This design comes from an exercise in tuning for small area on the open sky130 flow, not from production work.
In this exercise RTL edits were held to simulation tests only and were not proved equivalent to the original.
No driver is modelled on the clock port, so clocking that relies on it looks cheaper here than on a real chip.
Power and IR drop assume default switching activity.

File: design/flow/flow/run.sh
#!/bin/bash
# Own layout flow: the standard ORFS flow (standard.sh), unchanged except for
#  - the port buffers, which are the smallest buffer (buf_1) instead of the resizer's pick;
#  - clock tree synthesis without dummy loads, from clkbuf_4/clkbuf_8.
# Every tool's full output goes to own_flow.log in the work folder.
set -euo pipefail
W=$PWD
cp config.mk own_config.mk
cat >> own_config.mk <<'EOC'
export BUFFER_PORTS_ARGS = -buffer_cell sky130_fd_sc_hd__buf_1
export CTS_ARGS = -sink_clustering_enable -repair_clock_nets -dont_use_dummy_load -buf_list {sky130_fd_sc_hd__clkbuf_4 sky130_fd_sc_hd__clkbuf_8}
EOC
sed "s#DESIGN_CONFIG=[^ ]*#DESIGN_CONFIG=$W/own_config.mk#" standard.sh > own_standard.sh
bash own_standard.sh finish > own_flow.log 2>&1
File: design/flow/standard.sh
#!/bin/bash
# synth_recipe.tcl (not shown) runs the flow's synth.tcl, then flattens the netlist and writes it again
# the make line also repeats each setting of config.mk as NAME=value (left out here)
make -C /OpenROAD-flow-scripts/flow DESIGN_CONFIG=/design/flow/config.mk WORK_HOME=/design/flow/orfs CLKGATE_MAP_FILE= SYNTH_SCRIPT=/design/flow/synth_recipe.tcl "${@:-finish}"
File: design/flow/config.mk
export PLATFORM = sky130hd
export DESIGN_NAME = adctest
export DESIGN_NICKNAME = adctest
export VERILOG_FILES = /design/flow/design.v
export SDC_FILE = /design/flow/constraint.sdc
export NUM_CORES = 4
export LEC_CHECK = 0
export ABC_AREA = 1
export CAP_MARGIN = 20
export CORE_MARGIN = 2
export CORE_UTILIZATION = 45
export CTS_BUF_LIST = sky130_fd_sc_hd__clkbuf_8
export PLACE_DENSITY = 0.6
export SLEW_MARGIN = 20
File: design/flow/constraint.sdc
create_clock -name core_clock -period 10.0 [get_ports {clk}]
set_input_delay 2.0000 -clock core_clock [delete_from_list [all_inputs] [get_ports {clk}]]
set_output_delay 2.0000 -clock core_clock [all_outputs]
set_load 0.01 [all_outputs]
File: design/flow/design.v
module adctest
(
	input         clk,
	input         reset,
	input         scandouble,
	input  [23:0] adc_value,
	input         range,
	output reg    ce_pix,
	output reg    HBlank,
	output reg    HSync,
	output reg    VBlank,
	output reg    VSync,
	output     [7:0] video_r,
	output     [7:0] video_g,
	output     [7:0] video_b
);
function [11:0] add12(input [11:0] a, input [11:0] b);
	integer i;
	reg c;
	begin
		c = 1'b0;
		for (i = 0; i < 12; i = i + 1) begin
			add12[i] = a[i] ^ b[i] ^ c;
			c = (a[i] & b[i]) | (a[i] & c) | (b[i] & c);
		end
	end
endfunction
function [9:0] inc10(input [9:0] a);
	integer i;
	reg c;
	begin
		c = 1'b1;
		for (i = 0; i < 10; i = i + 1) begin
			inc10[i] = a[i] ^ c;
			c = a[i] & c;
		end
	end
endfunction
function ge12(input [11:0] a, input [11:0] b);
	integer i;
	reg br;
	begin
		br = 1'b0;
		for (i = 0; i < 12; i = i + 1)
			br = (~a[i] & b[i]) | (~a[i] & br) | (b[i] & br);
		ge12 = ~br;
	end
endfunction
function ge10(input [9:0] a, input [9:0] b);
	begin
		ge10 = ge12({2'b00, a}, {2'b00, b});
	end
endfunction
reg  [9:0] hc;
reg  [9:0] vc;
wire hc_end = (hc == 10'd637);
wire samp   = ce_pix & hc_end;				 
wire vc_end = (vc == (scandouble ? 10'd523 : 10'd261));
reg  [9:0] avg_l;
reg  [9:0] avg_r;
reg  [9:0] s0_l, s1_l, s0_r, s1_r;
reg  [1:0] s0lo_l, s0lo_r;
reg  [4:0] ph;
reg        pend;			 
reg        act;				 
reg        snp;				 
reg [19:0] ring_l, ring_r;
reg        cy_l, cy_r;
wire ph_last = (ph == 5'd19);
wire [9:0] ph_inc = inc10({5'd0, ph});
wire snap_now = act & snp & (ph == 5'd0);
wire restart = (vc == 10'd6) | (vc == 10'd268);		 
wire [11:0] smp_l = {s0_l, s0lo_l};
wire [11:0] smp_r = {s0_r, s0lo_r};
wire sb_l = ~ge10({5'd0, ph}, 10'd12) & smp_l[ph[3:0]];
wire sb_r = ~ge10({5'd0, ph}, 10'd12) & smp_r[ph[3:0]];
wire ra_l = ring_l[0] & ~(act & restart);
wire ra_r = ring_r[0] & ~(act & restart);
always @(posedge clk) begin
	if (reset) ce_pix <= 1'b0;
	else ce_pix <= scandouble | ~ce_pix;
	if (reset) begin
		hc <= 10'd0;
		vc <= 10'd0;
		s0_l <= 10'd0;
		s1_l <= 10'd0;
		s0_r <= 10'd0;
		s1_r <= 10'd0;
	end
	else if (ce_pix) begin
		if (hc_end) begin
			hc <= 10'd0;
			if (vc_end) vc <= 10'd0;
			else vc <= inc10(vc);
			s0_l <= adc_value[11:2];
			s1_l <= s0_l;
			s0_r <= adc_value[23:14];
			s1_r <= s0_r;
		end
		else hc <= inc10(hc);
	end
	if (samp) begin
		s0lo_l <= adc_value[1:0];
		s0lo_r <= adc_value[13:12];
	end
	if (reset) begin
		ph <= 5'd0;
		pend <= 1'b0;
		act <= 1'b0;
		snp <= 1'b0;
		cy_l <= 1'b0;
		cy_r <= 1'b0;
		avg_l <= 10'd0;
		avg_r <= 10'd0;
	end
	else begin
		ph <= ph_last ? 5'd0 : ph_inc[4:0];
		if (samp) begin
			pend <= 1'b1;
			snp <= vc_end;
		end
		else begin
			if (ph_last) pend <= 1'b0;
			if (snap_now) snp <= 1'b0;
		end
		if (ph_last) act <= pend;
		cy_l <= act & ((ra_l & sb_l) | (ra_l & cy_l) | (sb_l & cy_l));
		cy_r <= act & ((ra_r & sb_r) | (ra_r & cy_r) | (sb_r & cy_r));
		if (snap_now) begin
			avg_l <= ring_l[19:10];
			avg_r <= ring_r[19:10];
		end
	end
	ring_l <= {act ? (ra_l ^ sb_l ^ cy_l) : ring_l[0], ring_l[19:1]};
	ring_r <= {act ? (ra_r ^ sb_r ^ cy_r) : ring_r[0], ring_r[19:1]};
end
reg le_set;
reg le_aud;
always @(posedge clk) begin
	if (reset) begin
		le_set <= 1'b0;
		le_aud <= 1'b0;
	end
	else if (hc == 10'd2) begin
		le_set <= 1'b1;
		le_aud <= range;
	end
end
wire [11:0] pb   = range ? add12({2'b00, hc}, 12'd759) : add12({hc, 2'b00}, 12'd391);
wire [11:0] xb_l = add12(pb, {2'b00, avg_l & {10{range}}});
wire [11:0] xb_r = add12(pb, {2'b00, avg_r & {10{range}}});
wire [11:0] xl_l = {xb_l[11:2], xb_l[1:0] & {2{range}}};
wire [11:0] xl_r = {xb_r[11:2], xb_r[1:0] & {2{range}}};
wire ge_l = ge12(xb_l, {2'b01, s0_l}) | ge12(xb_l, {2'b01, s1_l});
wire le_l = ge12({2'b01, s0_l}, xl_l) | ge12({2'b01, s1_l}, xl_l);
wire ge_r = ge12(xb_r, {2'b01, s0_r}) | ge12(xb_r, {2'b01, s1_r});
wire le_r = ge12({2'b01, s0_r}, xl_r) | ge12({2'b01, s1_r}, xl_r);
wire seg_ok   = range ? (ge10(hc, 10'd106) & ge10(10'd424, hc)) : ge10(10'd367, hc);
wire seg_hi   = range ? (hc == 10'd424) : (hc == 10'd367);
wire seg_lo   = range & (hc == 10'd106);
wire draw_l = seg_ok & (seg_hi | ge_l) & (seg_lo | le_l);
wire draw_r = seg_ok & (seg_hi | ge_r) & (seg_lo | le_r);
wire mark_l = (pb[11:2] == {2'b01, avg_l[9:2]});
wire mark_r = (pb[11:2] == {2'b01, avg_r[9:2]});
wire yel = le_set ? (le_aud ? (hc == 10'd106) | (hc == 10'd424) : (hc == 10'd159) | (hc == 10'd367)) : (hc == 10'd0);
wire mid = le_set ? (le_aud ? (hc == 10'd265) : (hc == 10'd263)) : (hc == 10'd0);
localparam [3:0] C_K  = 4'd0,		 
                 C_G3 = 4'd1,		 
                 C_G1 = 4'd2,		 
                 C_GR = 4'd3,		 
                 C_R7 = 4'd4,		 
                 C_W  = 4'd5,		 
                 C_RF = 4'd6,		 
                 C_RZ = 4'd7,		 
                 C_Y  = 4'd8;		 
reg [3:0] col;
reg [23:0] rgb;
always @* begin
	case (col)
		C_G3:    rgb = 24'h003F00;
		C_G1:    rgb = 24'h001F00;
		C_GR:    rgb = 24'h4F4F4F;
		C_R7:    rgb = 24'h7F0000;
		C_W:     rgb = 24'hBFBFBF;
		C_RF:    rgb = 24'hFF0000;
		C_RZ:    rgb = 24'h1F0000;
		C_Y:     rgb = 24'hFFFF00;
		default: rgb = 24'h000000;
	endcase
end
assign video_r = rgb[23:16];
assign video_g = rgb[15:8];
assign video_b = rgb[7:0];
always @(posedge clk) begin
	if (reset) begin
		HBlank <= 0;
		HSync <= 0;
		VBlank <= 0;
		VSync <= 0;
		col <= C_K;
	end
	else begin
	HBlank <= ge10(hc, 10'd529);
	HSync  <= ge10(hc, 10'd544) & ~ge10(hc, 10'd590);
	if (hc == 544) begin
		if(vc == (scandouble ? 490 : 245)) VSync <= 1;
			else if (vc == (scandouble ? 496 : 248)) VSync <= 0;
		if(vc == (scandouble ? 480 : 240)) VBlank <= 1;
			else if (vc == 0) VBlank <= 0;
	end
	col <= C_K;
	if (range == 0) begin
		if ((hc == 222) || (hc == 285) || (hc == 348))
			col <= C_G3;
		if (vc[1] && ((hc == 190) || (hc == 253) || (hc == 316)))
			col <= C_G1;
		if (mark_l)
			col <= C_GR;
		if (mark_r)
			col <= C_R7;
	end
	else begin
		if (vc[1] && mid)
			col <= C_G3;
		if ((ge10(hc, 10'd106) & ge10(10'd152, hc)) | (ge10(hc, 10'd378) & ge10(10'd424, hc)))
			col <= C_RZ;
	end
	if (draw_l)
		col <= C_W;
	if (draw_r)
		col <= C_RF;
	if (yel)
		col <= C_Y;
	end
end
endmodule
==> results of run 1 <==
## flip-flops by register name, indices dropped and copies added (netlist names), 2 cells and up
signal,count
avg_l,10
avg_r,10
col,4
hc,10
ph,5
ring_l,20
ring_r,20
s0_l,10
s0_r,10
s0lo_l,2
s0lo_r,2
s1_l,10
s1_r,10
vc,10
## cell usage after synthesis, types with 9 or more instances
library cell,number,area share
sky130_fd_sc_hd__dfxtp_1,141,0.36
sky130_fd_sc_hd__nand3_1,73,0.046
sky130_fd_sc_hd__nor3_1,19,0.012
sky130_fd_sc_hd__a21oi_1,49,0.031
sky130_fd_sc_hd__xor2_1,11,0.012
sky130_fd_sc_hd__nor2_1,110,0.052
sky130_fd_sc_hd__buf_4,11,0.010
sky130_fd_sc_hd__nand2_1,241,0.11
sky130_fd_sc_hd__clkbuf_1,25,0.012
sky130_fd_sc_hd__o22ai_1,14,0.011
sky130_fd_sc_hd__a211oi_1,9,0.0085
sky130_fd_sc_hd__ha_1,46,0.072
sky130_fd_sc_hd__inv_1,161,0.076
sky130_fd_sc_hd__fa_1,18,0.045
sky130_fd_sc_hd__nand4_1,14,0.011
sky130_fd_sc_hd__o21ai_0,105,0.066
## worst max-delay path: cells and delay by family
kind | cells | cell delay, ps
adders and majority gates | 9 | 3540
AOI/OAI and AO/OA | 2 | 180
and+or+nand+nor | 10 | 830
buffers and inverters | 4 | 600
## power by group through the flow
stage	clock (mW)	sequential (mW)	combinational, mW
global placement	0	0.613	0.191
finish	0.349	0.599	0.191
floorplan	0	0.607	0.147
CTS	0.361	0.599	0.191
global route	0.382	0.600	0.218
detailed placement	0	0.612	0.190
## layer usage
layer,track usage,vias up
met5,0,-
met2,0.374,190
met4,0.0985,0
li1,-,3638
met1,0.318,3150
met3,0.0459,42
## cell families after synthesis
family | Yosys count | synth area share
AO/OA/AOI/OAI | 204 | 0.145
XOR/XNOR | 14 | 0.0154
adder cells (fa/ha/maj) | 64 | 0.118
buffers and inverters | 208 | 0.108
flip-flops | 145 | 0.370
AND/OR/NAND/NOR | 468 | 0.244
## through the flow
step / cell area, um^2 / util / cells
after floorplan: 7940 / - / 1103
after global placement: 8250 / 0.477 / 1348
after detailed placement: 8250 / 0.477 / 1348
after CTS: 8480 / 0.490 / 1365
after global routing: 8480 / 0.490 / 1365
final: 8480 / 0.490 / 1365
## how the worst min path moves through the flow
stage                     startpoint        end  slack, ps  depth (start not counted)
after floorplan            ring_l[1]  ring_l[0]        310                          0
after global placement     ring_l[2]  ring_l[1]        310                          0
after detailed placement   ring_l[1]  ring_l[0]        310                          0
after CTS                  ring_l[1]  ring_l[0]        330                          0
after global routing       ring_r[9]  ring_r[8]        340                          0
final                      ring_l[1]  ring_l[0]        330                          0
## layout make-up
cell class / instances / area share
Tap cell: 225 / 0.0332
Inverter: 167 / 0.0739
Sequential cell: 145 / 0.347
Timing Repair Buffer: 61 / 0.0294
Multi-Input combinational cell: 750 / 0.489
Clock buffer: 17 / 0.0276
==> flow_metrics.tcl, run 1 <==
set metrics [dict create \
    drive_above_1_share 0.0298 \
    global_route.overflow_total 0 \
    pwr-share-clk 0.306 \
    synth.net_count 1195 \
    dominantRegCellSynth "sky130_fd_sc_hd__dfxtp_1" \
    status "complete, no violations" \
    hold_viol 0 \
    synth.distinct_cells 47 \
    critical_path_rt_ps 10330 \
    worstMarginPinSlew_ps 982 \
    first_global_vias 6534 \
    hold_crit_path_type "reg2reg" \
    grt_antenna_before_repair 0 \
    detailroute.via_count 7020 \
    critical_path.endpoint "col[2]" \
    dr.max_layer_used "met4" \
    fillCellCount 1778 \
    grt_setup_unrepaired "false" \
    drtIter0Drc 411 \
    tns_ps 0 \
    pre_cts_slack_ps 2730 \
    ctsLongestPathBuffers 2 \
    clock-root-buffer "sky130_fd_sc_hd__clkbuf_8" \
    number_of_ports_placed_on_the_die_boundary 57 \
    cp_common_cell "sky130_fd_sc_hd__fa_1" \
    worst_setup_path_end_kind "flip-flop" \
    max_freq_mhz 146 \
    layout.cells.most_common "sky130_fd_sc_hd__nand2_1" \
    num_cts_buffers 17 \
    detailed_place_hpwl_um 15700 \
    vdd_ir_drop_max_uv 86.2 \
    worst_path_max_delay_cell "sky130_fd_sc_hd__fa_1" \
    hold-worst-slack_ps 334 \
    drc 0 \
    netlist_area_um2 7940 \
    final.period_utilization 0.685 \
    effective_utilization_at_floorplan 0.459 \
    critical_path.startpoint "range" \
    switching_share_of_power 0.300 \
    worst-r2r-cell-count 24 \
    route.layer.met1.wl_um 9920 \
    p_switching_mw 0.342 \
    rr_startpoint "hc[0]" \
    worstPathArrival_ps 7180 \
    synth_sequential_area_ratio 0.370 \
    synth_warnings 1 \
    routabilityCongestion 0.892 \
    power.sequential.fraction 0.526 \
    worst_max_slew_margin_expressed_relative_to_the_limit 0.344 \
    postSynth.asyncResetShare 0 \
    core_um2 17300 \
    post-route-worst-setup-slack_ps 3150 \
    mostFrequentLayoutCells "sky130_fd_sc_hd__nand2_1, sky130_fd_sc_hd__inv_1, sky130_fd_sc_hd__dfxtp_1" \
    route.antenna.remaining_nets 0 \
    power_report.internal_total_mw 0.796 \
    synthCells 1103 \
    fin_worst_skew_ps 39.6 \
    path_clk_slew_ps 80 \
    cts_tree "built" \
    post_cts.repair.setup_buffers 0 \
    combinational_share_of_power 0.167 \
    antenna_cells 0 \
    critical_setup_path_class "in2reg" \
    pin_count_of_the_biggest_net_entering_global_routing 52 \
    total_number_of_clock_tree_sinks 145 \
    max_slew_vio_count 0 \
    met2WireLength_um 9270 \
    post_drt_via_cell_ratio 5.14 \
    die_height_um 137 \
    routed_wl_um 21100 \
    synth_area_per_cell_um2 7.20 \
    first_pass_grt_wire_length_um 33500 \
    clock_insertion_delay_worst_skew_ps 470 \
    firstDrtPassIters 5 \
    route.met3.wl_um 1210 \
    capture_instance_of_the_worst_register_to_register_path "col[2]" \
    setup-violations-final 0 \
    grtUsageTotal 0.237 \
    post_cts_resized 0 \
    placement.io_buffers 56 \
    routed_length_per_instance_um 15.4 \
    multi_input_comb_area_um2 4150 \
    die_area_um2 18700 \
    power_mw 1.14 \
    finalCriticalPeriod_ps 6850 \
    max_cap_violations 0 \
    layout.nets 1234 \
    synthToLayoutAreaGrowth_pct 6.74 \
    cts_hold_repair.buffers 0 \
    area.sequential_um2 2940 \
    worst-r2r-setup-slack_ps 4120 \
    power_density_nw_per_um2 134 \
    synth_seq_cells 145 \
    power_leakage_nw 3.62 \
    timing.critical_path.fanout_max 51 \
    cts_htree_levels 4 \
    setup.worst_path.start_class "primary input" \
    row_count 48 \
    number_of_flops_mapped_to_enable_cells_by_yosys 4 \
    worst_path_largest_cell_delay_ps 560 \
    die_width_um 137 \
]
==> run 2, diff against run 1 <==
==> design/flow/flow/run.sh (replaced) <==
#!/bin/bash
# Own layout flow: the standard ORFS flow (standard.sh), unchanged except for
#  - the port buffers, which are the smallest buffer (buf_1) instead of the resizer's pick;
#  - clock tree synthesis without dummy loads, from clkbuf_4, then clock buffers upsized
#    where their output slew is high (flow/post_cts.tcl).
# Every tool's full output goes to own_flow.log in the work folder.
set -euo pipefail
W=$PWD
cp config.mk own_config.mk
cat >> own_config.mk <<EOC
export BUFFER_PORTS_ARGS = -buffer_cell sky130_fd_sc_hd__buf_1
export CTS_ARGS = -sink_clustering_enable -repair_clock_nets -dont_use_dummy_load -buf_list sky130_fd_sc_hd__clkbuf_4
export POST_CTS_TCL = $W/flow/post_cts.tcl
EOC
sed "s#DESIGN_CONFIG=[^ ]*#DESIGN_CONFIG=$W/own_config.mk#" standard.sh > own_standard.sh
bash own_standard.sh finish > own_flow.log 2>&1
==> design/flow/flow/post_cts.tcl (new file) <==
# After clock tree synthesis (built from clkbuf_4): upsize the clock buffers whose output
# slew is too high at placement parasitics, root first, then legalize again.
proc own_clk_slew { inst } {
  set out [get_pins -of_objects $inst -filter "direction==output"]
  return [get_property $out slew_max]
}
proc own_fix_clock_buffers { } {
  set sizes { sky130_fd_sc_hd__clkbuf_4 sky130_fd_sc_hd__clkbuf_8 sky130_fd_sc_hd__clkbuf_16 }
  estimate_parasitics -placement
  set root [get_cells clkbuf_0_clk]
  while { [own_clk_slew $root] > 0.090 } {
    set i [lsearch $sizes [get_property $root ref_name]]
    if { $i < 0 || $i >= [llength $sizes] - 1 } { break }
    replace_cell $root [lindex $sizes [expr {$i + 1}]]
    estimate_parasitics -placement
  }
  puts "own_fix_clock_buffers: root [get_property $root ref_name] slew [own_clk_slew $root]"
  foreach inst [get_cells clkbuf_*_clk] {
    if { [get_property $inst full_name] eq "clkbuf_0_clk" } { continue }
    while { [own_clk_slew $inst] > 0.095 } {
      set i [lsearch $sizes [get_property $inst ref_name]]
      if { $i < 0 || $i >= [llength $sizes] - 1 } { break }
      replace_cell $inst [lindex $sizes [expr {$i + 1}]]
      estimate_parasitics -placement
    }
    puts "own_fix_clock_buffers: [get_property $inst full_name] [get_property $inst ref_name] slew [own_clk_slew $inst]"
  }
  detailed_placement
  check_placement -verbose
  estimate_parasitics -placement
}
own_fix_clock_buffers
--- a/design/flow/config.mk
+++ b/design/flow/config.mk
@@ -8,7 +8,7 @@
 export ABC_AREA = 1
 export CAP_MARGIN = 20
 export CORE_MARGIN = 2
-export CORE_UTILIZATION = 45
+export CORE_UTILIZATION = 70
 export CTS_BUF_LIST = sky130_fd_sc_hd__clkbuf_8
-export PLACE_DENSITY = 0.6
+export PLACE_DENSITY = 0.8
 export SLEW_MARGIN = 20
==> run 2 against run 1 <==
- design area shrank 1.8%
- synthesized cell count is the same
- non-clock buffer count shrank 1
- die area shrank 35%
- hold slack lost 1.6 ps
- largest power group unchanged
==> flow_metrics.tcl, run 2 <==
set metrics [dict create \
    detailed_place_hpwl_um 14500 \
    grtUsageTotal 0.317 \
    critical_setup_path_class "in2reg" \
    timing.critical_path.fanout_max 51 \
    antenna_cells 0 \
    yosys.cell_count.top_type "sky130_fd_sc_hd__nand2_1" \
    max_cap_violations 0 \
    critical_path_rt_ps 10270 \
    finalCriticalPeriod_ps 7100 \
    layout.nets 1233 \
    grt_antenna_before_repair 0 \
    worst_max_slew_margin_expressed_relative_to_the_limit 0.363 \
    setup-violations-final 0 \
    mostFrequentLayoutCells "sky130_fd_sc_hd__nand2_1, sky130_fd_sc_hd__inv_1, sky130_fd_sc_hd__dfxtp_1" \
    grt_setup_unrepaired "false" \
    first_global_vias 6575 \
    postSynth.asyncResetShare 0 \
    path_clk_slew_ps 80 \
    worstMarginPinSlew_ps 945 \
    placement.io_buffers 56 \
    hold_viol 0 \
    global_route.overflow_total 0 \
    first_pass_grt_wire_length_um 31300 \
    routabilityCongestion 1.02 \
    tns_ps 0 \
    route.antenna.remaining_nets 0 \
    routed_wl_um 19300 \
    status "complete, no violations" \
    routed_length_per_instance_um 15.1 \
    worstPathArrival_ps 7370 \
    final_cell_area_um2 8330 \
    power_density_nw_per_um2 131 \
    row_count 38 \
    final.period_utilization 0.710 \
    total_number_of_clock_tree_sinks 145 \
    synth_warnings 1 \
    detailroute.via_count 7180 \
    die_width_um 111 \
    die_height_um 111 \
    cts_tree "built" \
    synth.net_count 1195 \
    synthTopCellsByCount "sky130_fd_sc_hd__nand2_1, sky130_fd_sc_hd__inv_1, sky130_fd_sc_hd__dfxtp_1" \
    synth.top_cells.by_area "sky130_fd_sc_hd__dfxtp_1, sky130_fd_sc_hd__nand2_1, sky130_fd_sc_hd__inv_1" \
    drive_above_1_share 0.0290 \
    power_leakage_nw 3.60 \
    post_drt_via_cell_ratio 5.61 \
    worst_setup_path_end_kind "flip-flop" \
    place_area_um2 8130 \
    dominantRegCellSynth "sky130_fd_sc_hd__dfxtp_1" \
    max_freq_mhz 141 \
    post-route-worst-setup-slack_ps 2900 \
    setup.worst_path.start_class "primary input" \
    synth.distinct_cells 47 \
    fin_worst_skew_ps 28.8 \
    pre_cts_slack_ps 2590 \
    layout.cells.most_common "sky130_fd_sc_hd__nand2_1" \
    post-synth-top-area-cell "sky130_fd_sc_hd__dfxtp_1" \
    reg.largest.list "ring_l (20), ring_r (20)" \
    number_of_ports_placed_on_the_die_boundary 57 \
    core_um2 10900 \
    number_of_flops_mapped_to_enable_cells_by_yosys 4 \
    synthCells 1103 \
    hold_crit_path_type "reg2reg" \
    clock_insertion_delay_worst_skew_ps 370 \
    synth_seq_cells 145 \
    vdd_ir_drop_max_uv 166 \
    synthDominantCellAreaShare 0.355 \
    synth_sequential_area_ratio 0.370 \
    effective_utilization_at_floorplan 0.726 \
    synthToLayoutAreaGrowth_pct 4.82 \
    drc 0 \
    netlist_area_um2 7940 \
    firstDrtPassIters 6 \
    drtIter0Drc 795 \
    max_slew_vio_count 0 \
    pin_count_of_the_biggest_net_entering_global_routing 52 \
    die_area_um2 12200 \
    synth_area_per_cell_um2 7.20 \
]
-- run 2: changes by cell type in the layout (fill, tap and decap cells not counted) --
| cell | delta |
|---|---|
| sky130_fd_sc_hd__clkbuf_16 | +1 |
| sky130_fd_sc_hd__clkbuf_8 | -9 |
| sky130_fd_sc_hd__o21ai_0 | +1 |
| sky130_fd_sc_hd__buf_4 | -1 |
| sky130_fd_sc_hd__clkbuf_4 | +8 |
| sky130_fd_sc_hd__o21ai_1 | -1 |
-- run 2: final cells by class --
type,instances,area (um^2)
clock buffer,17,195
fill,901,2610
inverter,167,627
multi-input combinational,750,4150
sequential,145,2940
tap,140,175
timing repair buffer,60,241
-- run 2: final timing paths --
path | start | endpoint | slack, ps | depth (start not counted)
worst min-delay path | ring_r[8] | ring_r[7] | 330 | 0
worst max register to register | hc[0] | col[2] | 4150 | 24
worst max-delay path | range | col[2] | 2900 | 24
worst min register to register | ring_r[8] | ring_r[7] | 330 | 0
-- run 2: per-stage QoR --
stage	hold WS [ps]	power (mW)	instances	util
6_report	332	1.09	1279	0.761
5_1_grt	338	1.14	1279	0.761
2_1_floorplan	310	0.753	1103	-
3_3_place_gp	311	0.794	1262	0.744
3_5_place_dp	315	0.797	1262	0.744
-- run 2: cell families after synthesis --
logic type | Yosys count | synth area share
AOI/OAI and AO/OA | 204 | 0.145
DFF | 145 | 0.370
buffers and inverters | 208 | 0.108
adders and majority gates | 64 | 0.118
xor gates and xnor gates | 14 | 0.0154
and+or+nand+nor | 468 | 0.244
-- run 2: worst max-delay path, cell delays in order --
cell and delay, ps:
sky130_fd_sc_hd__clkbuf_2 680, sky130_fd_sc_hd__nand2_1 110, sky130_fd_sc_hd__inv_1 90, sky130_fd_sc_hd__ha_1 190, sky130_fd_sc_hd__a21boi_0 140, sky130_fd_sc_hd__fa_1 420, sky130_fd_sc_hd__fa_1 400, sky130_fd_sc_hd__fa_1 400
sky130_fd_sc_hd__fa_1 390, sky130_fd_sc_hd__fa_1 390, sky130_fd_sc_hd__fa_1 390, sky130_fd_sc_hd__fa_1 420, sky130_fd_sc_hd__fa_1 570, sky130_fd_sc_hd__nor2_1 80, sky130_fd_sc_hd__nor2_1 110, sky130_fd_sc_hd__nand2_1 60
sky130_fd_sc_hd__nand2_1 60, sky130_fd_sc_hd__nand2_1 50, sky130_fd_sc_hd__nand2_1 60, sky130_fd_sc_hd__a21oi_1 60, sky130_fd_sc_hd__nand2_1 120, sky130_fd_sc_hd__nand3_1 80, sky130_fd_sc_hd__nand2_1 70, sky130_fd_sc_hd__inv_1 40
-- run 2: layer usage --
metal	routed length, um	track usage
met1	8660	0.427
met2	8700	0.498
met3	1500	0.0873
met4	394	0.105
met5	0	0
-- run 2: where the power goes --
group / leakage, nW / internal, mW / switching (mW)
logic: 2.32 / 0.0604 / 0.128
registers: 1.17 / 0.586 / 0.0125
clock network: 0.107 / 0.127 / 0.178
total: 3.60 / 0.773 / 0.318

re-timing with driven ports:
The flow's constraints put no driver on any port. The routed layouts listed below were extracted and timed again, unchanged, in two steps. Step 1 assumes that a clkbuf_16 drives the clock port and a buf_2 every other input. Step 2, shift: input delay + t, output delay - t, t = (earliest + latest rising clock arrival at the registers) / 2. This alone moves slack from input paths to output paths. Slacks: no drivers / after step 1 / after step 2; pairs: no drivers / after step 1.
| run | t (ns) | slack for setup (ns) | worst hold slack (ns) | latest minus earliest clock arrival (ns) | cell pins on the clock port's net |
|---|---|---|---|---|---|
| run 1 | 0.488 | 3.150 / 3.162 / 2.675 | 0.334 / 0.334 / 0.334 | 0.045 / 0.045 | 1 |
| run 2 | 0.399 | 2.897 / 2.917 / 2.518 | 0.332 / 0.332 / 0.332 | 0.029 / 0.029 | 1 |
After both steps setup and hold are still met in every run listed. For run 1, which loses most, drivers alone change the setup slack by +0.012 ns; drivers and shift together by -0.475 ns.
